From an optimization exercise on the open Yosys and OpenROAD flow, aimed at small area and a short achievable clock period; shortcuts taken in it are not production practice. RTL that was checked went through simulation tests only; none was proved equivalent to the original. For run 3, only the layout was checked, not whether the RTL still works. No activity file was given, so power comes from the tool's default toggle rates.

--- flow/standard.sh ---
#!/bin/bash
# synth_recipe.tcl (not shown) runs the flow's synth.tcl, then flattens the netlist and writes it again
# the make line also repeats each setting of config.mk as NAME=value (left out here)
make -C /OpenROAD-flow-scripts/flow DESIGN_CONFIG=/design/flow/config.mk WORK_HOME=/design/flow/orfs CLKGATE_MAP_FILE= SYNTH_SCRIPT=/design/flow/synth_recipe.tcl "${@:-finish}"
--- flow/flow/run.sh ---
#!/bin/bash
# Standard layout, with plain buffers on the ports instead of the delay
# buffers buffer_ports picks by default, and a clock tree of small buffers
# without dummy loads.
set -e
export BUFFER_PORTS_ARGS="-buffer_cell sky130_fd_sc_hd__buf_1"
export CTS_ARGS="-sink_clustering_enable -repair_clock_nets -buf_list sky130_fd_sc_hd__clkbuf_8 -dont_use_dummy_load"
export SETUP_SLACK_MARGIN=13.4
bash standard.sh > standard.log 2>&1
--- flow/constraint.sdc ---
create_clock -name core_clock -period 19.0 [get_ports {clk}]
set_input_delay 3.8000 -clock core_clock [delete_from_list [all_inputs] [get_ports {clk}]]
set_output_delay 3.8000 -clock core_clock [all_outputs]
set_load 0.01 [all_outputs]
--- flow/design.v ---
module assignment6 (
	output reg [15:0] result1,
	output reg [15:0] result2,
	input wire [7:0] character,
	input wire enable_character,
	input wire clk,
	input wire rst
);
	reg direction;           
	reg [9:0] q;
	reg [3:0] r1, r0;
	reg [3:0] d1, d0;
	function [3:0] nines(input [3:0] x);
		nines = {~(x[3] | x[2] | x[1]), x[2] ^ x[1], x[1], ~x[0]};
	endfunction
	function [3:0] tab10(input [3:0] x, input [39:0] t);
		integer i;
		begin
			tab10 = 4'd0;
			for (i = 0; i < 10; i = i + 1)
				tab10 = tab10 | ({4{x == i}} & t[4 * i +: 4]);
		end
	endfunction
	function [3:0] bcdsub(input [3:0] x, input [3:0] y);
		reg [4:0] t;
		begin
			t = {1'b0, x} - {1'b0, y};
			bcdsub = t[4] ? t[3:0] + 4'd10 : t[3:0];
		end
	endfunction
	function [4:0] bcdadd(input [3:0] x, input [3:0] y, input ci);
		reg [4:0] t;
		begin
			t = {1'b0, x} + {1'b0, y} + {4'd0, ci};
			bcdadd = t > 5'd9 ? {1'b1, t[3:0] + 4'd6} : t;
		end
	endfunction
	function [10:0] skadd10(input [9:0] a, input [9:0] b, input ci);
		reg [9:0] g, p, gg, pp;
		reg [10:0] c;
		integer i, l, j;
		begin
			g = a & b;
			p = a ^ b;
			gg = g;
			pp = p;
			for (l = 0; l < 4; l = l + 1)
				for (i = 0; i < 10; i = i + 1)
					if ((i >> l) & 1) begin
						j = ((i >> (l + 1)) << (l + 1)) + (1 << l) - 1;
						gg[i] = gg[i] | (pp[i] & gg[j]);
						pp[i] = pp[i] & pp[j];
					end
			c[0] = ci;
			for (i = 1; i <= 10; i = i + 1)
				c[i] = gg[i - 1] | (pp[i - 1] & ci);
			skadd10 = {c[10], p ^ c[9:0]};
		end
	endfunction
	wire is_digit = character[7:4] == 4'h3 && (!character[3] || character[2:1] == 2'b00);
	wire is_lr = character == "L" || character == "R";
	wire is_nl = character == 8'h0a;
	wire [3:0] dg = character[3:0];
	wire [3:0] rlo = r0;
	wire [7:0] r = {r1, r0};
	wire [10:0] gt;     
	wire [9:1] tie;     
	assign gt[0] = 1'b1;
	assign gt[1] = q > 10'd65  || (q == 10'd65  && r > 8'h53);
	assign gt[2] = q > 10'd131 || (q == 10'd131 && r > 8'h07);
	assign gt[3] = q > 10'd196 || (q == 10'd196 && r > 8'h60);
	assign gt[4] = q > 10'd262 || (q == 10'd262 && r > 8'h14);
	assign gt[5] = q > 10'd327 || (q == 10'd327 && r >= 8'h68);    
	assign gt[6] = q > 10'd393 || (q == 10'd393 && r > 8'h21);
	assign gt[7] = q > 10'd458 || (q == 10'd458 && r > 8'h75);
	assign gt[8] = q > 10'd524 || (q == 10'd524 && r > 8'h28);
	assign gt[9] = q > 10'd589 || (q == 10'd589 && r > 8'h82);
	assign gt[10] = 1'b0;
	assign tie[1] = q == 10'd65  && r == 8'h53;
	assign tie[2] = q == 10'd131 && r == 8'h07;
	assign tie[3] = q == 10'd196 && r == 8'h60;
	assign tie[4] = q == 10'd262 && r == 8'h14;
	assign tie[5] = 1'b0;
	assign tie[6] = q == 10'd393 && r == 8'h21;
	assign tie[7] = q == 10'd458 && r == 8'h75;
	assign tie[8] = q == 10'd524 && r == 8'h28;
	assign tie[9] = q == 10'd589 && r == 8'h82;
	wire [3:0] dj =
		({4{tie[1]}} & 4'd6) | ({4{tie[2]}} & 4'd2) | ({4{tie[3]}} & 4'd8) |
		({4{tie[4]}} & 4'd4) | ({4{tie[6]}} & 4'd6) | ({4{tie[7]}} & 4'd2) |
		({4{tie[8]}} & 4'd8) | ({4{tie[9]}} & 4'd4);
	wire e = (|tie) && dg >= dj;
	wire [3:0] nr0_j = dg - dj;
	wire [9:0] sel;
	genvar gi;
	generate
		for (gi = 0; gi <= 9; gi = gi + 1) begin : g_sel
			assign sel[gi] = gt[gi] && !gt[gi + 1];
		end
	endgenerate
	wire [9:0] nak =
		({10{sel[0]}} & ~10'd0)   | ({10{sel[1]}} & ~10'd655) | ({10{sel[2]}} & ~10'd286) |
		({10{sel[3]}} & ~10'd942) | ({10{sel[4]}} & ~10'd573) | ({10{sel[5]}} & ~10'd204) |
		({10{sel[6]}} & ~10'd860) | ({10{sel[7]}} & ~10'd491) | ({10{sel[8]}} & ~10'd122) |
		({10{sel[9]}} & ~10'd778);
	wire [3:0] bk1 =
		({4{sel[1]}} & 4'd3) | ({4{sel[2]}} & 4'd7) | ({4{sel[4]}} & 4'd4) |
		({4{sel[5]}} & 4'd8) | ({4{sel[6]}} & 4'd1) | ({4{sel[7]}} & 4'd5) |
		({4{sel[8]}} & 4'd8) | ({4{sel[9]}} & 4'd2);
	wire [3:0] bk0 =
		({4{sel[1]}} & 4'd6) | ({4{sel[2]}} & 4'd2) | ({4{sel[3]}} & 4'd8) |
		({4{sel[4]}} & 4'd4) | ({4{sel[6]}} & 4'd6) | ({4{sel[7]}} & 4'd2) |
		({4{sel[8]}} & 4'd8) | ({4{sel[9]}} & 4'd4);
	wire [9:0] y0m1 = {q[6:0], 3'b000} + {q[8:0], 1'b0} + {6'd0, r1} + nak;
	wire [9:0] y0 = y0m1 + 10'd1;
	wire b0k = ((sel[2] || sel[7]) && dg < 4'd2) || ((sel[4] || sel[9]) && dg < 4'd4) ||
		((sel[1] || sel[6]) && dg < 4'd6) || ((sel[3] || sel[8]) && dg < 4'd8);
	wire borrow_k = rlo < bk1 || (rlo == bk1 && b0k);
	wire [9:0] nq_k = borrow_k ? y0m1 : y0;
	wire [3:0] nr0_k = bcdsub(dg, bk0);
	wire [3:0] nr1_k = b0k ? bcdsub(rlo, bk1 + 4'd1) : bcdsub(rlo, bk1);
	wire [9:0] n_q = e ? 10'd0 : nq_k;
	wire [3:0] n_r1 = e ? 4'd0 : nr1_k;
	wire [3:0] n_r0 = e ? nr0_j : nr0_k;
	wire r_gt68 = r > 8'h68;
	wire r_gt36 = r > 8'h36;
	wire ge = gt[5];                                   
	wire flip = q > 10'd327 || (q == 10'd327 && r_gt68);    
	wire nz = q != 10'd0 || r != 8'h00;
	wire neg = direction ? ge : (nz && !flip);
	wire [3:0] f0 = tab10(r0, {4'd7, 4'd8, 4'd9, 4'd0, 4'd1, 4'd2, 4'd3, 4'd4, 4'd5, 4'd6});
	wire r0_gt6 = r0 > 4'd6;
	wire [3:0] f1 = r0_gt6 ? tab10(r1, {4'd3, 4'd4, 4'd5, 4'd6, 4'd7, 4'd8, 4'd9, 4'd0, 4'd1, 4'd2})
	                       : tab10(r1, {4'd4, 4'd5, 4'd6, 4'd7, 4'd8, 4'd9, 4'd0, 4'd1, 4'd2, 4'd3});
	wire [3:0] rm1 = flip ? f1 : r1;
	wire [3:0] rm0 = flip ? f0 : r0;
	wire d_nz = d0 != 4'd0 || d1 != 4'd0;
	wire d0_nz = d0 != 4'd0;
	wire [3:0] md0 = d0_nz ? 4'd10 - d0 : 4'd0;
	wire [3:0] md1 = d0_nz ? nines(d1) : (d1 != 4'd0 ? 4'd10 - d1 : 4'd0);
	wire [3:0] v1 = neg ? d1 : md1;
	wire [3:0] v0 = neg ? d0 : md0;
	wire rm_ge_v = rm1 > v1 || (rm1 == v1 && rm0 >= v0);
	wire nd_zero = rm1 == v1 && rm0 == v0;
	wire hit = d_nz && rm_ge_v;
	wire [3:0] o1 = neg ? nines(rm1) : rm1;
	wire [3:0] o0 = neg ? nines(rm0) : rm0;
	wire [4:0] u0 = bcdadd(d0, o0, neg);
	wire [4:0] u1 = bcdadd(d1, o1, u0[4]);
	wire turn = enable_character && is_nl;
	wire [9:0] xa = result2[9:0];
	wire [9:0] xb = q ^ {10{flip}};
	wire [9:0] xc = {10{flip}} & 10'd655;
	wire [9:0] cs_s = xa ^ xb ^ xc;
	wire [10:0] cs_c = {(xa & xb) | (xa & xc) | (xb & xc), flip && !r_gt36};
	wire [10:0] lo = skadd10(cs_s, cs_c[9:0], hit);
	wire up = lo[10] ^ cs_c[10] ^ flip;
	wire [5:0] hi_ones = {&result2[14:10], &result2[13:10], &result2[12:10], &result2[11:10], result2[10], 1'b1};
	wire [15:0] res2_next = {result2[15:10] ^ ({6{up}} & hi_ones), lo[9:0]};
	wire [15:0] res1_next = result1 + 16'd1;
	wire ld_a = rst || (enable_character && !is_lr);
	wire clr_a = rst || !is_digit;
	wire ld_t = rst || turn;
	wire ld_1 = rst || (turn && nd_zero);
	always @(posedge clk) begin
		if (enable_character && is_lr)
			direction <= character[4];    
		if (ld_a) begin
			q <= clr_a ? 10'd0 : n_q;
			r1 <= clr_a ? 4'd0 : n_r1;
			r0 <= clr_a ? 4'd0 : n_r0;
		end
		if (ld_t) begin
			d1 <= rst ? 4'd5 : u1[3:0];
			d0 <= rst ? 4'd0 : u0[3:0];
			result2 <= rst ? 16'd0 : res2_next;
		end
		if (ld_1)
			result1 <= rst ? 16'd0 : res1_next;
	end
endmodule
module aoc_dial_top (
	output wire [15:0] result_part1,
	output wire [15:0] result_part2,
	input wire [7:0] character,
	input wire enable_character,
	input wire clk,
	input wire rst
);
	assignment6 m_dial (result_part1, result_part2, character, enable_character, clk, rst);
endmodule
--- flow/config.mk ---
export PLATFORM = sky130hd
export DESIGN_NAME = aoc_dial_top
export DESIGN_NICKNAME = aoc_dial_top
export VERILOG_FILES = /design/flow/design.v
export SDC_FILE = /design/flow/constraint.sdc
export NUM_CORES = 4
export LEC_CHECK = 0
export ABC_AREA = 1
export CAP_MARGIN = 20
export CORE_MARGIN = 2
export CORE_UTILIZATION = 40
export SLEW_MARGIN = 20
==> results of run 1 <==
-- worst register-to-register path: cells and delay by family, from the launching register on --
family | cells | cell delay, ps
adders and majority gates | 5 | 1630
AOI/OAI and AO/OA | 7 | 1100
and+or+nand+nor | 7 | 690
buffers and inverters | 5 | 560
DFF | 1 | 540
xor gates and xnor gates | 2 | 460
-- cell usage in the layout, fill, tap and decap left out, drive strengths merged, types with 4 or more instances in the layout --
| master | count |
|---|---|
| nand4 | 25 |
| a21oi | 58 |
| a21o | 4 |
| fa | 18 |
| ha | 73 |
| nand2 | 226 |
| nor2 | 151 |
| o21ai | 61 |
| xor2 | 34 |
| nor4 | 9 |
| xnor2 | 14 |
| and3 | 4 |
| nor3 | 24 |
| inv | 186 |
| nand3 | 70 |
| buf | 72 |
| edfxtp | 59 |
| clkbuf | 11 |
-- area by class of cell --
cell class	instances	share of cell area
multi-input cells	803	0.5976
flip-flops and latches	59	0.2161
inverters	188	0.08790
repair buffers	74	0.04837
well taps	229	0.03495
clock buffers	9	0.01511
-- per-layer routing --
layer / up-vias / track usage
met1: 3151 / 0.2863
met4: 0 / 0.05421
met3: 28 / 0.02650
met2: 205 / 0.3160
li1: 3627 / -
met5: - / 0
-- power by group --
part           internal [mW]  switching [mW]
clock network         0.0420          0.0441
registers              0.171          0.0217
logic                  0.192           0.309
-- sequential cells by signal (all words and copies together), names as in the netlist --
name and cells:
m_dial.result1 16, m_dial.result2 16, m_dial.d1 4, m_dial.r0 4, m_dial.d0 4, m_dial.r1 4
m_dial.q 10, m_dial.direction 1
-- metrics by stage --
step / hold WS (ps) / util / setup slack (ps) / power (mW)
after CTS: 636.3 / 0.4405 / 13350 / 0.7645
after global placement: 628.2 / 0.4308 / 12710 / 0.6692
final: 626.9 / 0.4549 / 13610 / 0.7804
after detailed placement: 626.3 / 0.4308 / 12710 / 0.6721
after floorplan: 644.8 / - / 13480 / 0.5623
after global routing: 687.3 / 0.4549 / 13350 / 0.8622
-- worst max-delay path by stage --
stage                   endpoint  cells after the start         start
2_1_floorplan  m_dial.result1[0]                      4  character[1]
3_3_place_gp        m_dial.d1[3]                      4           rst
3_5_place_dp        m_dial.d1[2]                      4           rst
4_1_cts        m_dial.result2[0]                      4           rst
5_1_grt             m_dial.d1[2]                     27   m_dial.q[5]
6_report            m_dial.r0[2]                      9  character[2]
-- kinds of logic after synthesis --
logic type | after synthesis
and+or+nand+nor | 515
buffers and inverters | 203
AOI/OAI and AO/OA | 147
adders and majority gates | 91
DFF | 59
xor gates and xnor gates | 48
muxes | 2
-- timing repair --
item | in CTS | in global routing
pin swaps | 0 | 4
resized for setup | 7 | 24
endpoints found under the hold margin | 0 | 0
setup buffers | 5 | 25
endpoints found under the setup margin | 45 | 61
==> qor_table.md, run 1 <==
| Quantity | This run | Unit |
|:---|:---|:---|
| Status | no timing/DRC/antenna violations | - |
| Count of warnings emitted by yosys | 1 | - |
| Multi-input gate area | 4900 | um^2 |
| Endpoint with the worst hold slack | m_dial.result1[0] | - |
| FF-to-FF Start | m_dial.q[3] | - |
| FF-to-FF setup slack | 13750 | ps |
| Total of endpoints with negative setup slack in the final report | 0 | - |
| Total leakage power | 4.034 | nW |
| Path category of the worst min-delay check | reg2reg | - |
| Setup repair after global routing missed its margin | yes | - |
| I/O Buffers | 42 | - |
| H-tree depth | 3 | - |
| Number of antenna-violating nets in the routed design | 0 | - |
| Fraction of synthesis flops using an asynchronous set or reset pin | 0 | - |
| Post-synthesis sequential area ratio | 0.2404 | - |
| DR top layer | met4 | - |
| Routability-driven placement congestion ratio | 0.9886 | - |
| Total number of vias | 7011 | - |
| Largest net degree at the start of global routing | 29 | - |
| Fraction of post-synthesis cell area in the top cell type by area | 0.2404 | - |
| Nets | 1237 | - |
| Dominant cell type by area after synthesis | sky130_fd_sc_hd__edfxtp_1 | - |
| Sum of met2 wire segment lengths after detailed routing | 8639 | um |
| Average instance area after synthesis | 6.920 | um^2 |
| Type of the worst setup path | in2reg | - |
| Clock tree buffer depth | 2 | - |
| Root Buffer Master | sky130_fd_sc_hd__clkbuf_8 | - |
| Clk Latency, worst-skew pair | 340 | ps |
| Initial antenna violation count | 0 | - |
| Fin crit share | 0.2837 | - |
| Layout area overhead | 11.26 | % |
| Cell Chain, Critical Path | buf_1, inv_1, fa_1, inv_1, ha_1, nand2_1, o21ai_0, o21ai_1, nor2_1 | - |
| TritonCTS Buffers | 9 | - |
| Cell repeated most along the worst path | sky130_fd_sc_hd__inv_1 | - |
| Share of the synthesized area in compound gates (AO/OA/AOI/OAI) | 0.1136 | - |
| Number of flip-flops and latches in the synthesized netlist | 59 | - |
| DRT iter0 DRCs | 550 | - |
| Clock tree from TritonCTS | yes | - |
| Unique cell type count in the Yosys netlist | 52 | - |
| Clock period minus worst slack | 5390 | ps |
| Die span in x | 139.7 | um |
| R2R Path End | m_dial.d1[2] | - |
| Detail Route met3 WL | 1136 | um |
| Nature of the critical path endpoint | flop | - |
| Dominant combinational cell family by area after synthesis | simple AND/OR/NAND/NOR gates | - |
| Pwr/cell area | 95.18 | nW/um^2 |
| Largest stage delay on the critical path | 560 | ps |
| Number of maximum-capacitance violations | 0 | - |
| Synthesized netlist net count | 1167 | - |
| EDFF count, synth | 59 | - |
| Worst slew pin tran | 670.6 | ps |
| Relative slew slack | 0.5499 | - |
| Number of standard cells in the layout, taps in and fillers out | 1362 | - |
| Proportion of layout cells with a drive suffix above 1 | 0.1024 | - |
| First-pass iteration count of the detailed router | 5 | - |
| Final Routed Wirelength | 19530 | um |
| Post-synthesis share of cell area spent on xor and xnor gates | 0.05705 | - |
| Clock Sinks | 59 | - |
| Number of endpoints with negative hold slack in the final report | 0 | - |
| Post-synthesis share of cell area spent on full adders, half adders and majority gates | 0.1728 | - |
| Primary flip-flop cell chosen by synthesis mapping | sky130_fd_sc_hd__edfxtp_1 | - |
| Category of cells accounting for the largest share of critical-path delay | adder cells | - |
| Placed standard-cell area | 7765 | um^2 |
| Chip height | 139.7 | um |
| FF+latch area | 1772 | um^2 |
| Depth of the worst hold-timing path | 1 | - |
| Met1 Routed Length | 9386 | um |
| Vias in the first global route | 6498 | - |
| Cell count after synthesis | 1065 | - |
| Worst supply voltage drop on vdd | 47.81 | uV |
| Type of origin of the critical path | primary input | - |
| Cells taking the most area after synthesis | sky130_fd_sc_hd__edfxtp_1 (24%), sky130_fd_sc_hd__ha_1 (12%), sky130_fd_sc_hd__nand2_1 (11%), sky130_fd_sc_hd__inv_1 (8.8%), sky130_fd_sc_hd__nor2_1 (7.1%) | - |
| Total of fill cells in the finished design | 1901 | - |
| Worst-path fanout max | 9 | - |
| Netlist area before placement | 7370 | um^2 |
| Core footprint | 18020 | um^2 |
| Clock transition at path regs | 60 | ps |
| I/O pin count | 43 | - |
| Num rows | 49 | - |
| Largest clock skew in the final design | 23.99 | ps |
| Half-perimeter wire length after placement | 15680 | um |
| Worst path bufs/invs | 3 | - |
| Highest Clock Rate | 185.5 | MHz |
| Critical Path Slowest Stage Cell | sky130_fd_sc_hd__fa_1 | - |
| Post-Route Setup TNS | 0 | ps |
| Initial core utilization | 0.4089 | - |
| Mux cell area share after synthesis | 0.002886 | - |
| Most numerous cell in the Yosys netlist | sky130_fd_sc_hd__nand2_1 | - |
| Full die area | 19530 | um^2 |
| Required time worst endpoint | 19080 | ps |
| Total non-filler cell area in the finished layout | 8199 | um^2 |
| Data arrival time of the worst path | 5470 | ps |
| # DRC | 0 | - |
| Avg Vias per Cell | 5.148 | - |
| Diodes inserted | 0 | - |
| Post-DR wirelength/cell | 14.34 | um |
| Post-synthesis simple-gate area fraction | 0.3066 | - |
| First-pass GRT wire length | 31620 | um |
| Top cells by count, synth | sky130_fd_sc_hd__nand2_1 (209), sky130_fd_sc_hd__inv_1 (172), sky130_fd_sc_hd__nor2_1 (140), sky130_fd_sc_hd__ha_1 (73), sky130_fd_sc_hd__nand3_1 (68) | - |
| Start point of the worst min-delay path | m_dial.result1[0] | - |
| Final number of max-transition violations | 0 | - |
| Worst Reg-to-Reg Cells | 26 | - |
| Overflow left after global routing | 0 | - |
| Dpl cells | 1322 | - |
| Total global routing track utilization | 0.1994 | - |
| Cts hold-fix bufs | 0 | - |
==> inputs of run 2 (changes only) <==
--- a/flow/config.mk
+++ b/flow/config.mk
@@ -5,7 +5,7 @@
 export SDC_FILE = /design/flow/constraint.sdc
 export NUM_CORES = 4
 export LEC_CHECK = 0
-export ABC_AREA = 1
+export ABC_AREA = 0
 export CAP_MARGIN = 20
 export CORE_MARGIN = 2
 export CORE_UTILIZATION = 40
==> run 2 against run 1 <==
  * Hold slack worse by 7.2 ps
  * Fmax shrank 4.9%
  * Global-route usage increased by 1.8 points
  * Utilization rose by 3.3 points
  * Sequential power rose by 3%
  * Register-to-register slack got worse by 420 ps
  * Power is 13% higher
  * Worst setup slack got worse by 280 ps
  * Die area decreased by 1.2%
  * Count of clock-buffer cells in the layout stayed put
  * Clock power is 9.4% higher
  * Largest cell class unchanged
  * Highest routed layer unchanged
==> qor_table.md, run 2 <==
| Quantity | This run | Unit | Change |
|:---|:---|:---|:---|
| Largest net degree at the start of global routing | 45 | - | was 29 |
| TritonCTS Buffers | 9 | - | unchanged |
| Data arrival time of the worst path | 5890 | ps | was 5470 ps |
| Clock period minus worst slack | 5669 | ps | was 5390 ps |
| Fraction of synthesis flops using an asynchronous set or reset pin | 0 | - | unchanged |
| Diodes inserted | 0 | - | unchanged |
| Pre-CTS setup slack | 12220 | ps | was 12710 ps |
| Required time worst endpoint | 19220 | ps | was 19080 ps |
| Average instance area after synthesis | 8.418 | um^2 | was 6.920 um^2 |
| DR top layer | met4 | - | unchanged |
| Total number of vias | 6994 | - | was 7011 |
| Initial core utilization | 0.4068 | - | was 0.4089 |
| Initial antenna violation count | 0 | - | unchanged |
| Total leakage power | 3.472 | nW | was 4.034 nW |
| Type of the worst setup path | reg2reg | - | was in2reg |
| Sum of met2 wire segment lengths after detailed routing | 9473 | um | was 8639 um |
| Post-Route Setup TNS | 0 | ps | unchanged |
| Final Routed Wirelength | 21280 | um | was 19530 um |
| Clock Sinks | 59 | - | unchanged |
| Number of endpoints with negative hold slack in the final report | 0 | - | unchanged |
| Num rows | 49 | - | unchanged |
| Post-DR wirelength/cell | 18.00 | um | was 14.34 um |
| I/O Buffers | 42 | - | unchanged |
| Cell repeated most along the worst path | sky130_fd_sc_hd__buf_4 | - | was sky130_fd_sc_hd__inv_1 |
| Core footprint | 17900 | um^2 | was 18020 um^2 |
| Vias in the first global route | 6542 | - | was 6498 |
| Count of warnings emitted by yosys | 1 | - | unchanged |
| Pwr Total | 878.2 | uW | was 780.4 uW |
| Clk Latency, worst-skew pair | 370 | ps | was 340 ps |
| Total of endpoints with negative setup slack in the final report | 0 | - | unchanged |
| I/O pin count | 43 | - | unchanged |
| Top Registers | m_dial.result1: 16 flops, m_dial.result2: 16 flops, m_dial.q: 10 flops | - | unchanged |
| Worst slew pin tran | 941.7 | ps | was 670.6 ps |
| Met1 Routed Length | 9644 | um | was 9386 um |
| Avg Vias per Cell | 5.917 | - | was 5.148 |
| Pwr/cell area | 100.6 | nW/um^2 | was 95.18 nW/um^2 |
| Proportion of layout cells with a drive suffix above 1 | 0.1931 | - | was 0.1024 |
| Number of flip-flops and latches in the synthesized netlist | 59 | - | unchanged |
| # DRC | 0 | - | unchanged |
| Commonest non-fill, non-tap cell in the layout | sky130_fd_sc_hd__nor2_1 | - | was sky130_fd_sc_hd__nand2_1 |
| Root Buffer Master | sky130_fd_sc_hd__clkbuf_8 | - | unchanged |
| Status | no timing/DRC/antenna violations | - | unchanged |
| Cts hold-fix bufs | 0 | - | unchanged |
| Capture point of the worst path | m_dial.d1[3] | - | was m_dial.r0[2] |
| Path category of the worst min-delay check | reg2reg | - | unchanged |
| Number of maximum-capacitance violations | 0 | - | unchanged |
| Cell count after synthesis | 865 | - | was 1065 |
| Cell Chain, Critical Path | buf_4, nor4_1, and2_1, o21a_2, buf_4, o211ai_4, nand2_4, mux2_2, a31oi_1, o21ai_0, ha_1, or4_4, a41oi_4, fa_2, fa_2, ha_4, a31oi_2, a221oi_2, buf_4, or3_1, a21oi_2 | - | was buf_1, inv_1, fa_1, inv_1, ha_1, nand2_1, o21ai_0, o21ai_1, nor2_1 |
| Netlist area before placement | 7282 | um^2 | was 7370 um^2 |
| Critical Path Source | m_dial.q[3] | - | was character[2] |
| Final number of max-transition violations | 0 | - | unchanged |
| Dominant cell type by area after synthesis | sky130_fd_sc_hd__edfxtp_1 | - | unchanged |
| Unique cell type count in the Yosys netlist | 80 | - | was 52 |
| Clock tree from TritonCTS | yes | - | unchanged |
| Critical Path Slowest Stage Cell | sky130_fd_sc_hd__or4_4 | - | was sky130_fd_sc_hd__fa_1 |
| Worst supply voltage drop on vdd | 68.93 | uV | was 47.81 uV |
| First-pass iteration count of the detailed router | 5 | - | unchanged |
| Full die area | 19300 | um^2 | was 19530 um^2 |
| Post-synthesis sequential area ratio | 0.2433 | - | was 0.2404 |
| Overflow left after global routing | 0 | - | unchanged |
| Worst Reg-to-Reg Cells | 21 | - | was 26 |
| Synthesized netlist net count | 967 | - | was 1167 |
| Routability-driven placement congestion ratio | 0.9380 | - | was 0.9886 |
| Type of origin of the critical path | flop | - | was primary input |
| Largest clock skew in the final design | 14.04 | ps | was 23.99 ps |
| Cells taking the most area after synthesis | sky130_fd_sc_hd__edfxtp_1 (24%), sky130_fd_sc_hd__ha_1 (13%), sky130_fd_sc_hd__fa_1 (4.9%), sky130_fd_sc_hd__nor2_1 (4.3%), sky130_fd_sc_hd__xnor2_1 (4.2%) | - | was sky130_fd_sc_hd__edfxtp_1 (24%), sky130_fd_sc_hd__ha_1 (12%), sky130_fd_sc_hd__nand2_1 (11%), sky130_fd_sc_hd__inv_1 (8.8%), sky130_fd_sc_hd__nor2_1 (7.1%) |
| H-tree depth | 3 | - | unchanged |
| Fin crit share | 0.2984 | - | was 0.2837 |
| Clock tree buffer depth | 2 | - | unchanged |
| Relative slew slack | 0.3722 | - | was 0.5499 |
| Most numerous cell in the Yosys netlist | sky130_fd_sc_hd__nor2_1 | - | was sky130_fd_sc_hd__nand2_1 |
| Commonest cells after routing, fill and taps aside | sky130_fd_sc_hd__nor2_1 (81), sky130_fd_sc_hd__buf_4 (71), sky130_fd_sc_hd__ha_1 (68) | - | was sky130_fd_sc_hd__nand2_1 (207), sky130_fd_sc_hd__inv_1 (164), sky130_fd_sc_hd__nor2_1 (136) |
| Clock transition at path regs | 70 | ps | was 60 ps |
| Nature of the critical path endpoint | flop | - | unchanged |
| Total global routing track utilization | 0.2179 | - | was 0.1994 |
| Nets | 1057 | - | was 1237 |
| Setup repair after global routing missed its margin | yes | - | unchanged |
| Half-perimeter wire length after placement | 14660 | um | was 15680 um |
| First-pass GRT wire length | 34100 | um | was 31620 um |
| Highest Clock Rate | 176.4 | MHz | was 185.5 MHz |
| Primary flip-flop cell chosen by synthesis mapping | sky130_fd_sc_hd__edfxtp_1 | - | unchanged |
| Fraction of post-synthesis cell area in the top cell type by area | 0.2433 | - | was 0.2404 |
| Total of fill cells in the finished design | 1731 | - | was 1901 |
| Largest stage delay on the critical path | 560 | ps | about the same |
| Chip height | 138.9 | um | was 139.7 um |
| EDFF count, synth | 59 | - | unchanged |
| Layout area overhead | 19.86 | % | was 11.26% |
| FF-to-FF setup slack | 13330 | ps | was 13750 ps |
| Worst-path fanout max | 7 | - | was 9 |
| Die span in x | 138.9 | um | was 139.7 um |
| DRT iter0 DRCs | 651 | - | was 550 |
| R2R Path End | m_dial.d1[3] | - | was m_dial.d1[2] |
| Number of antenna-violating nets in the routed design | 0 | - | unchanged |
| Top cells by count, synth | sky130_fd_sc_hd__nor2_1 (83), sky130_fd_sc_hd__ha_1 (73), sky130_fd_sc_hd__inv_1 (67), sky130_fd_sc_hd__nand2_1 (63), sky130_fd_sc_hd__edfxtp_1 (59) | - | was sky130_fd_sc_hd__nand2_1 (209), sky130_fd_sc_hd__inv_1 (172), sky130_fd_sc_hd__nor2_1 (140), sky130_fd_sc_hd__ha_1 (73), sky130_fd_sc_hd__nand3_1 (68) |
| Detail Route met3 WL | 1666 | um | was 1136 um |
| FF-to-FF Start | m_dial.q[3] | - | unchanged |
| Final worst slack | 13330 | ps | was 13610 ps |
## run 2: cell types whose count changed in the layout (fill, tap and decap cells not counted), moves of 18 or more
cell and change:
sky130_fd_sc_hd__nand2_1 -150, sky130_fd_sc_hd__nor2_1 -55, sky130_fd_sc_hd__inv_1 -98, sky130_fd_sc_hd__xnor2_1 +20, sky130_fd_sc_hd__a21oi_1 -23, sky130_fd_sc_hd__buf_4 +40, sky130_fd_sc_hd__nand3_1 -32, sky130_fd_sc_hd__inv_2 -18
## run 2: layer usage
| metal | up-vias | global-route usage |
|---|---|---|
| met5 | - | 0 |
| met4 | 0 | 0.06699 |
| met3 | 50 | 0.04903 |
| met2 | 337 | 0.3282 |
| met1 | 3252 | 0.3123 |
| li1 | 3355 | - |
## run 2: worst min-delay path by stage
| stage | start | to | slack, ps | cells after the start |
|---|---|---|---|---|
| after floorplan | m_dial.result1[0] | m_dial.result1[0] | 640 | 1 |
| after global placement | m_dial.result1[0] | m_dial.result1[0] | 610 | 1 |
| after detailed placement | m_dial.result1[0] | m_dial.result1[0] | 610 | 1 |
| after CTS | m_dial.result1[0] | m_dial.result1[0] | 620 | 1 |
| after global routing | m_dial.result1[0] | m_dial.result1[0] | 670 | 1 |
| final | m_dial.result1[0] | m_dial.result1[0] | 620 | 1 |
## run 2: what timing repair did
| item | 4_1_cts | 5_1_grt |
|---|---|---|
| resized for setup | 45 | 54 |
| pin swaps | 13 | 26 |
| setup endpoints to repair | 47 | 40 |
| cloned | 0 | 0 |
| setup buffers | 45 | 26 |
## run 2: cells by family (layout without fill, tap and decap cells)
group | after synthesis | after routing | synth area share
compound gates | 183 | 183 | 0.1711
xor+xnor | 58 | 58 | 0.07165
fa+ha+maj | 91 | 91 | 0.1749
buf+inv | 104 | 192 | 0.05550
flops | 59 | 59 | 0.2433
mux | 19 | 19 | 0.02784
simple gates | 351 | 351 | 0.2557
## run 2: critical path, delay by kind of cell, from the launching register on
| kind | cells | cell delay (ps) |
|---|---|---|
| AND/OR/NAND/NOR | 5 | 1600 |
| buffers and inverters | 3 | 500 |
| AO/OA/AOI/OAI | 8 | 1260 |
| multiplexers | 1 | 330 |
| adder cells (fa/ha/maj) | 4 | 1280 |
| flip-flops | 1 | 550 |
## run 2: cell type report
cell class	instances	area [um^2]	area share
clock buffers	9	123.9	0.01419
repair buffers	115	725.7	0.08314
well taps	229	286.5	0.03283
flip-flops and latches	59	1772	0.2030
inverters	68	259.0	0.02967
multi-input cells	702	5562	0.6372
## run 2: power by group
group	internal [mW]	switching [mW]
Sequential	0.173	0.0255
Combinational	0.270	0.315
Clock	0.0422	0.0520
Total	0.486	0.393
## run 2: through the flow
stage / util / hold WS, ps / cell area, um^2 / instances
global placement: 0.4252 / 607.5 / 7612 / 1102
global route: 0.4876 / 668.7 / 8728 / 1182
finish: 0.4876 / 619.7 / 8728 / 1182
floorplan: - / 640.9 / 7302 / 865
CTS: 0.4620 / 621.7 / 8270 / 1156
detailed placement: 0.4252 / 611.6 / 7612 / 1102
==> inputs of run 3 (changes only) <==
--- a/flow/design.v
+++ b/flow/design.v
@@ -85,12 +85,14 @@
 	assign tie[7] = q == 10'd458 && r == 8'h75;
 	assign tie[8] = q == 10'd524 && r == 8'h28;
 	assign tie[9] = q == 10'd589 && r == 8'h82;
-	wire [3:0] dj =
-		({4{tie[1]}} & 4'd6) | ({4{tie[2]}} & 4'd2) | ({4{tie[3]}} & 4'd8) |
-		({4{tie[4]}} & 4'd4) | ({4{tie[6]}} & 4'd6) | ({4{tie[7]}} & 4'd2) |
-		({4{tie[8]}} & 4'd8) | ({4{tie[9]}} & 4'd4);
-	wire e = (|tie) && dg >= dj;
-	wire [3:0] nr0_j = dg - dj;
+	wire td2 = tie[2] || tie[7];
+	wire td4 = tie[4] || tie[9];
+	wire td6 = tie[1] || tie[6];
+	wire td8 = tie[3] || tie[8];
+	wire e = (td2 && dg >= 4'd2) || (td4 && dg >= 4'd4) || (td6 && dg >= 4'd6) || (td8 && dg >= 4'd8);
+	wire [3:0] nr0_j =
+		({4{td2}} & tab10(dg, {4'd7, 4'd6, 4'd5, 4'd4, 4'd3, 4'd2, 4'd1, 4'd0, 4'd9, 4'd8})) | ({4{td4}} & tab10(dg, {4'd5, 4'd4, 4'd3, 4'd2, 4'd1, 4'd0, 4'd9, 4'd8, 4'd7, 4'd6})) |
+		({4{td6}} & tab10(dg, {4'd3, 4'd2, 4'd1, 4'd0, 4'd9, 4'd8, 4'd7, 4'd6, 4'd5, 4'd4})) | ({4{td8}} & tab10(dg, {4'd1, 4'd0, 4'd9, 4'd8, 4'd7, 4'd6, 4'd5, 4'd4, 4'd3, 4'd2}));
 	wire [9:0] sel;
 	genvar gi;
 	generate
@@ -111,13 +113,23 @@
 		({4{sel[1]}} & 4'd6) | ({4{sel[2]}} & 4'd2) | ({4{sel[3]}} & 4'd8) |
 		({4{sel[4]}} & 4'd4) | ({4{sel[6]}} & 4'd6) | ({4{sel[7]}} & 4'd2) |
 		({4{sel[8]}} & 4'd8) | ({4{sel[9]}} & 4'd4);
-	wire [9:0] y0m1 = {q[6:0], 3'b000} + {q[8:0], 1'b0} + {6'd0, r1} + nak;
-	wire [9:0] y0 = y0m1 + 10'd1;
-	wire b0k = ((sel[2] || sel[7]) && dg < 4'd2) || ((sel[4] || sel[9]) && dg < 4'd4) ||
-		((sel[1] || sel[6]) && dg < 4'd6) || ((sel[3] || sel[8]) && dg < 4'd8);
+	wire [9:0] ya = {q[6:0], 3'b000}, yb = {q[8:0], 1'b0}, yc = {6'd0, r1};
+	wire [9:0] ys1 = ya ^ yb ^ yc;
+	wire [9:0] yc1 = {(ya[8:0] & yb[8:0]) | (ya[8:0] & yc[8:0]) | (yb[8:0] & yc[8:0]), 1'b0};
+	wire [9:0] ys2 = ys1 ^ yc1 ^ nak;
+	wire [9:0] yc2 = {(ys1[8:0] & yc1[8:0]) | (ys1[8:0] & nak[8:0]) | (yc1[8:0] & nak[8:0]), 1'b0};
+	wire bz0 = sel[0] || sel[5];
+	wire bz2 = sel[2] || sel[7];
+	wire bz4 = sel[4] || sel[9];
+	wire bz6 = sel[1] || sel[6];
+	wire bz8 = sel[3] || sel[8];
+	wire b0k = (bz2 && dg < 4'd2) || (bz4 && dg < 4'd4) || (bz6 && dg < 4'd6) || (bz8 && dg < 4'd8);
+	wire [3:0] nr0_k =
+		({4{bz0}} & dg) | ({4{bz2}} & tab10(dg, {4'd7, 4'd6, 4'd5, 4'd4, 4'd3, 4'd2, 4'd1, 4'd0, 4'd9, 4'd8})) | ({4{bz4}} & tab10(dg, {4'd5, 4'd4, 4'd3, 4'd2, 4'd1, 4'd0, 4'd9, 4'd8, 4'd7, 4'd6})) |
+		({4{bz6}} & tab10(dg, {4'd3, 4'd2, 4'd1, 4'd0, 4'd9, 4'd8, 4'd7, 4'd6, 4'd5, 4'd4})) | ({4{bz8}} & tab10(dg, {4'd1, 4'd0, 4'd9, 4'd8, 4'd7, 4'd6, 4'd5, 4'd4, 4'd3, 4'd2}));
 	wire borrow_k = rlo < bk1 || (rlo == bk1 && b0k);
-	wire [9:0] nq_k = borrow_k ? y0m1 : y0;
-	wire [3:0] nr0_k = bcdsub(dg, bk0);
+	wire [10:0] yk = skadd10(ys2, yc2, !borrow_k);
+	wire [9:0] nq_k = yk[9:0];
 	wire [3:0] nr1_k = b0k ? bcdsub(rlo, bk1 + 4'd1) : bcdsub(rlo, bk1);
 	wire [9:0] n_q = e ? 10'd0 : nq_k;
 	wire [3:0] n_r1 = e ? 4'd0 : nr1_k;
@@ -155,8 +167,8 @@
 	wire [10:0] cs_c = {(xa & xb) | (xa & xc) | (xb & xc), flip && !r_gt36};
 	wire [10:0] lo = skadd10(cs_s, cs_c[9:0], hit);
 	wire up = lo[10] ^ cs_c[10] ^ flip;
-	wire [5:0] hi_ones = {&result2[14:10], &result2[13:10], &result2[12:10], &result2[11:10], result2[10], 1'b1};
-	wire [15:0] res2_next = {result2[15:10] ^ ({6{up}} & hi_ones), lo[9:0]};
+	wire [5:0] hi_inc = result2[15:10] + 6'd1;
+	wire [15:0] res2_next = {up ? hi_inc : result2[15:10], lo[9:0]};
 	wire [15:0] res1_next = result1 + 16'd1;
 	wire ld_a = rst || (enable_character && !is_lr);
 	wire clr_a = rst || !is_digit;
==> flow/flow/run.sh (replaced) <==
#!/bin/bash
# The standard flow's layout (standard.sh) with three changes to how it is made:
# - synthesis is the standard flow's script, with ABC mapping by flow/abc_area.script
#   (registers are untouched: they are mapped before ABC runs);
# - plain buffers on the ports instead of the delay buffers buffer_ports
#   picks by default;
# - a clock tree of clkbuf_8 without dummy loads.
set -e
W=$PWD
export BUFFER_PORTS_ARGS="-buffer_cell sky130_fd_sc_hd__buf_2"
export CTS_ARGS="-sink_clustering_enable -repair_clock_nets -buf_list sky130_fd_sc_hd__clkbuf_8 -dont_use_dummy_load"
{
	echo "proc abc {args} { set i [lsearch \$args -script]; if {\$i >= 0} { lset args [expr {\$i + 1}] $W/flow/abc_area.script }; yosys abc {*}\$args }"
	cat synth_recipe.tcl
} > flow_synth.tcl
sed "s#SYNTH_SCRIPT=[^ ]*#SYNTH_SCRIPT=$W/flow_synth.tcl#" standard.sh > standard_flow_synth.sh
bash standard_flow_synth.sh synth > synth.log 2>&1
export SETUP_SLACK_MARGIN=13.3
bash standard.sh > standard.log 2>&1
==> flow/flow/abc_area.script (new file) <==
strash
ifraig
scorr
dc2
strash
&get -n
&st
&dch -f
&nf -R 1000
&put
topo
stime -c
upsize -c
dnsize -c
--- a/flow/config.mk
+++ b/flow/config.mk
@@ -5,7 +5,7 @@
 export SDC_FILE = /design/flow/constraint.sdc
 export NUM_CORES = 4
 export LEC_CHECK = 0
-export ABC_AREA = 0
+export ABC_AREA = 1
 export CAP_MARGIN = 20
 export CORE_MARGIN = 2
 export CORE_UTILIZATION = 40
==> run 3 against run 2 <==
  * Sequential power hardly changed
  * Routed wire length fell by 12%
  * Utilization grew 3.8 points
  * First-iteration DRC count shrank 19%
  * Power is 6.7% lower
  * Via count is 13% lower
  * Largest cell class unchanged
  * Combinational power down 9.1%
  * Clock skew increased by 19 ps
  * Critical endpoint is now m_dial.q[9]
  * Synthesized area fell by 16%
==> qor_table.md, run 3 <==
| Quantity | This run | Unit | Change |
|:---|:---|:---|:---|
| Status | no timing/DRC/antenna violations | - | unchanged |
| Worst supply voltage drop on vdd | 72.37 | uV | was 68.93 uV |
| Die span in x | 127.9 | um | was 138.9 um |
| Post-synthesis sequential area ratio | 0.2885 | - | was 0.2433 |
| Final Routed Wirelength | 18660 | um | was 21280 um |
| Clock Sinks | 59 | - | unchanged |
| Worst Reg-to-Reg Cells | 33 | - | was 21 |
| R2R Path End | m_dial.result2[12] | - | was m_dial.d1[3] |
| DR top layer | met4 | - | unchanged |
| Fraction of post-synthesis cell area in the top cell type by area | 0.2885 | - | was 0.2433 |
| # DRC | 0 | - | unchanged |
| Commonest non-fill, non-tap cell in the layout | sky130_fd_sc_hd__buf_4 | - | was sky130_fd_sc_hd__nor2_1 |
| Layout area overhead | 29.14 | % | was 19.86% |
| Chip height | 127.9 | um | was 138.9 um |
| Worst path bufs/invs | 2 | - | was 3 |
| Total number of vias | 6084 | - | was 6994 |
| Data arrival time of the worst path | 6400 | ps | was 5890 ps |
| Half-perimeter wire length after placement | 12810 | um | was 14660 um |
| Clock transition at path regs | 80 | ps | was 70 ps |
| H-tree depth | 3 | - | unchanged |
| Total leakage power | 3.351 | nW | was 3.472 nW |
| Count of warnings emitted by yosys | 1 | - | unchanged |
| Highest Clock Rate | 158.7 | MHz | was 176.4 MHz |
| DRT iter0 DRCs | 526 | - | was 651 |
| Placed standard-cell area | 6744 | um^2 | was 7612 um^2 |
| Flop pwr share | 0.241 | - | was 0.227 |
| I/O Buffers | 42 | - | unchanged |
| Worst slew pin tran | 868.3 | ps | was 941.7 ps |
| Commonest cells after routing, fill and taps aside | sky130_fd_sc_hd__buf_4 (77), sky130_fd_sc_hd__a21oi_1 (71), sky130_fd_sc_hd__nor2_1 (68) | - | was sky130_fd_sc_hd__nor2_1 (81), sky130_fd_sc_hd__buf_4 (71), sky130_fd_sc_hd__ha_1 (68) |
| Endpoint with the worst hold slack | m_dial.result1[0] | - | unchanged |
| Hold WS | 648.2 | ps | was 619.7 ps |
| Primary flip-flop cell chosen by synthesis mapping | sky130_fd_sc_hd__edfxtp_1 | - | unchanged |
| Clock tree buffer depth | 2 | - | unchanged |
| Largest net degree at the start of global routing | 31 | - | was 45 |
| Largest stage delay on the critical path | 190 | ps | was 560 ps |
| Critical Path Source | character[1] | - | was m_dial.q[3] |
| Relative slew slack | 0.4197 | - | was 0.3722 |
| Netlist area before placement | 6141 | um^2 | was 7282 um^2 |
| Start point of the worst min-delay path | m_dial.result1[0] | - | unchanged |
| Synthesized netlist net count | 806 | - | was 967 |
| Type of the worst setup path | in2reg | - | was reg2reg |
| Path category of the worst min-delay check | reg2reg | - | unchanged |
| Met1 Routed Length | 8526 | um | was 9644 um |
| Pwr Total | 819.3 | uW | was 878.2 uW |
| Nets | 947 | - | was 1057 |
| Vias in the first global route | 5901 | - | was 6542 |
| Switching power share of the total | 0.4284 | - | was 0.4470 |
| Cts hold-fix bufs | 0 | - | unchanged |
| Average instance area after synthesis | 8.589 | um^2 | was 8.418 um^2 |
| Number of flip-flops and latches in the synthesized netlist | 59 | - | unchanged |
| Detail Route met3 WL | 879 | um | was 1666 um |
| Avg Vias per Cell | 5.839 | - | was 5.917 |
| Worst-path fanout max | 7 | - | unchanged |
| FF-to-FF setup slack | 13020 | ps | was 13330 ps |
| Number of endpoints with negative hold slack in the final report | 0 | - | unchanged |
| Overflow left after global routing | 0 | - | unchanged |
| Most numerous cell in the Yosys netlist | sky130_fd_sc_hd__a21oi_1 | - | was sky130_fd_sc_hd__nor2_1 |
| Largest clock skew in the final design | 33.26 | ps | was 14.04 ps |
| Power dissipated by switching net loads | 351.0 | uW | was 392.6 uW |
| Sum of met2 wire segment lengths after detailed routing | 8922 | um | was 9473 um |
| I/O pin count | 43 | - | unchanged |
| Clock tree from TritonCTS | yes | - | unchanged |
| Number of logic stages on the critical path including buffering | 18 | - | was 21 |
| Clock period minus worst slack | 6299 | ps | was 5669 ps |
| First-pass iteration count of the detailed router | 5 | - | unchanged |
| Total non-filler cell area in the finished layout | 7930 | um^2 | was 8728 um^2 |
| Initial antenna violation count | 0 | - | unchanged |
| Critical Path Slowest Stage Cell | sky130_fd_sc_hd__a21o_1 | - | was sky130_fd_sc_hd__or4_4 |
| Top Registers | m_dial.result1: 16 flops, m_dial.result2: 16 flops, m_dial.q: 10 flops | - | unchanged |
| Number of maximum-capacitance violations | 0 | - | unchanged |
| Post-Route Setup TNS | 0 | ps | unchanged |
| Final worst slack | 12700 | ps | was 13330 ps |
| Routability-driven placement congestion ratio | 0.8922 | - | was 0.9380 |
| First-pass GRT wire length | 30280 | um | was 34100 um |
| Category of cells accounting for the largest share of critical-path delay | simple AND/OR/NAND/NOR gates | - | unchanged |
| Setup repair after global routing missed its margin | yes | - | unchanged |
| Total of endpoints with negative setup slack in the final report | 0 | - | unchanged |
| Core footprint | 15090 | um^2 | was 17900 um^2 |
| Total of fill cells in the finished design | 1451 | - | was 1731 |
| Cell Chain, Critical Path | buf_12, buf_12, nor3_4, and2_4, nor3_4, nor3b_2, a21oi_2, and3_4, o21ai_4, nand2b_1, a21o_1, a21o_1, a21o_1, a21o_1, a21o_1, and2_4, nor3_4, nor2_1 | - | was buf_4, nor4_1, and2_1, o21a_2, buf_4, o211ai_4, nand2_4, mux2_2, a31oi_1, o21ai_0, ha_1, or4_4, a41oi_4, fa_2, fa_2, ha_4, a31oi_2, a221oi_2, buf_4, or3_1, a21oi_2 |
| Initial core utilization | 0.4070 | - | was 0.4068 |
| Required time worst endpoint | 19100 | ps | was 19220 ps |
| Cells taking the most area after synthesis | sky130_fd_sc_hd__edfxtp_1 (29%), sky130_fd_sc_hd__ha_1 (13%), sky130_fd_sc_hd__a21oi_1 (6.4%), sky130_fd_sc_hd__nor2_1 (4.6%), sky130_fd_sc_hd__fa_1 (4.6%) | - | was sky130_fd_sc_hd__edfxtp_1 (24%), sky130_fd_sc_hd__ha_1 (13%), sky130_fd_sc_hd__fa_1 (4.9%), sky130_fd_sc_hd__nor2_1 (4.3%), sky130_fd_sc_hd__xnor2_1 (4.2%) |
| Clock network fraction of design power | 0.110 | - | was 0.107 |
| Fraction of synthesis flops using an asynchronous set or reset pin | 0 | - | unchanged |
| Depth of the worst hold-timing path | 1 | - | unchanged |
| Diodes inserted | 0 | - | unchanged |
| Top cells by count, synth | sky130_fd_sc_hd__a21oi_1 (78), sky130_fd_sc_hd__nor2_1 (75), sky130_fd_sc_hd__ha_1 (66), sky130_fd_sc_hd__nand2_1 (61), sky130_fd_sc_hd__edfxtp_1 (59) | - | was sky130_fd_sc_hd__nor2_1 (83), sky130_fd_sc_hd__ha_1 (73), sky130_fd_sc_hd__inv_1 (67), sky130_fd_sc_hd__nand2_1 (63), sky130_fd_sc_hd__edfxtp_1 (59) |
| Post-DR wirelength/cell | 17.91 | um | was 18.00 um |
| Cell repeated most along the worst path | sky130_fd_sc_hd__a21o_1 | - | was sky130_fd_sc_hd__buf_4 |
| Unique cell type count in the Yosys netlist | 62 | - | was 80 |
| FF-to-FF Start | m_dial.q[3] | - | unchanged |
| Combinational cell fraction of total power | 0.650 | - | was 0.666 |
| Cell count after synthesis | 715 | - | was 865 |
| Full die area | 16360 | um^2 | was 19300 um^2 |
| Nature of the critical path endpoint | flop | - | unchanged |
| Total global routing track utilization | 0.2324 | - | was 0.2179 |
| Final number of max-transition violations | 0 | - | unchanged |
| Pwr/cell area | 103.3 | nW/um^2 | was 100.6 nW/um^2 |
| Clk Latency, worst-skew pair | 360 | ps | was 370 ps |
| Internal power | 468.3 | uW | was 485.7 uW |
| Proportion of layout cells with a drive suffix above 1 | 0.2494 | - | was 0.1931 |
| Pre-CTS setup slack | 11870 | ps | was 12220 ps |
| Dominant cell type by area after synthesis | sky130_fd_sc_hd__edfxtp_1 | - | unchanged |
| Num rows | 45 | - | was 49 |
| Fin crit share | 0.3315 | - | was 0.2984 |
| Number of antenna-violating nets in the routed design | 0 | - | unchanged |
| TritonCTS Buffers | 9 | - | unchanged |
| EDFF count, synth | 59 | - | unchanged |
| Type of origin of the critical path | primary input | - | was flop |
| Root Buffer Master | sky130_fd_sc_hd__clkbuf_8 | - | unchanged |
## run 3: cell types whose count changed after synthesis, sizes merged, moves of 9 or more
| cell | previous run | this run |
|---|---|---|
| a21oi | 40 | 78 |
| and3 | 6 | 16 |
| buf | 10 | 0 |
| clkbuf | 26 | 0 |
| clkinv | 1 | 38 |
| inv | 67 | 0 |
| mux2 | 10 | 1 |
| nand3 | 37 | 15 |
| nand4 | 16 | 7 |
| nor4 | 19 | 7 |
| or3 | 16 | 6 |
| or4 | 12 | 2 |
| xnor2 | 35 | 21 |
## run 3: per-layer routing
layer	GRT usage	up-vias
met4	0.06529	0
li1	-	2952
met1	0.3165	2929
met3	0.03673	26
met2	0.3841	177
met5	0	-
## run 3: per-stage QoR
step | cells | utilization
floorplan | 715 | -
global placement | 947 | 0.4469
detailed placement | 947 | 0.4469
CTS | 1021 | 0.5046
global route | 1042 | 0.5255
finish | 1042 | 0.5255
## run 3: timing repair
action,CTS,global route
buffers inserted,63,21
gates cloned,2,0
pin swaps,53,45
gates resized for setup,48,35
setup endpoints to repair,38,22
hold endpoints to repair,0,0
## run 3: kinds of logic after synthesis
kind of cell    Yosys count  synth area share
compound gates          200            0.2027
mux                       5          0.008354
fa+ha+maj                80            0.1801
xor+xnor                 35           0.04992
buf+inv                  38           0.02323
simple gates            298            0.2471
flops                    59            0.2885
## run 3: layout make-up
type                       instances  area [um^2]  area share
clock buffer                       9        123.9     0.01562
inverter                          38        146.4     0.01846
multi-input combinational        618         4652      0.5866
sequential                        59         1772      0.2234
tap                              188        235.2     0.02966
timing repair buffer             130         1001      0.1262
## run 3: how the worst max path moves through the flow
stage                              end  slack (ps)
floorplan           m_dial.result2[10]       12600
global placement    m_dial.result2[13]       12100
detailed placement  m_dial.result2[10]       11870
CTS                        m_dial.q[9]       12580
global route               m_dial.q[9]       12510
finish                     m_dial.q[9]       12700
## run 3: worst register-to-register path, delay by kind of cell, from the launching register on
family	cells	cell delay, ps
AO/OA/AOI/OAI	14	2270
AND/OR/NAND/NOR	13	2060
buffers and inverters	4	590
flip-flops	1	460
adder cells (fa/ha/maj)	1	270
XOR/XNOR	1	80
## run 3: power by group through the flow
stage / logic (mW) / clock network (mW) / registers (mW)
2_1_floorplan: 0.306 / 0 / 0.198
3_3_place_gp: 0.378 / 0 / 0.203
3_5_place_dp: 0.396 / 0 / 0.204
4_1_cts: 0.473 / 0.0920 / 0.196
5_1_grt: 0.591 / 0.0968 / 0.200
6_report: 0.532 / 0.0899 / 0.197

==> port drivers added, routing unchanged <==
The results above use ideal ports. As a check the final layouts listed here were re-extracted and re-timed, cells and wires unchanged.
Step 1 (the two cells are an assumption about what drives the block):
set clk [get_ports {clk}]
set_driving_cell -lib_cell sky130_fd_sc_hd__clkbuf_16 $clk
set_driving_cell -lib_cell sky130_fd_sc_hd__buf_2 [delete_from_list [all_inputs] $clk]
Step 2 adds t to the input delays and takes it off the output delays; t is the mean of the earliest and latest rising clock arrival at the registers after step 1. Input paths then give back, and output paths get back, about the clock's delay inside the block.
Slacks: ideal ports / drivers / drivers and shift; pairs: ideal ports / drivers.
run	shift t [ns]	setup slack, ns	worst setup path at the end	latest minus earliest clock arrival (ns)
run 1	0.368	13.610 / 13.624 / 13.256	input to register	0.024 / 0.024
run 2	0.401	13.330 / 13.330 / 13.114	input to register	0.014 / 0.014
run 3	0.387	12.701 / 12.692 / 12.305	input to register	0.033 / 0.034
After both steps every run listed still meets setup and hold. The setup slack of run 3, which loses most, moves by -0.009 ns with the drivers and by -0.396 ns with both steps.
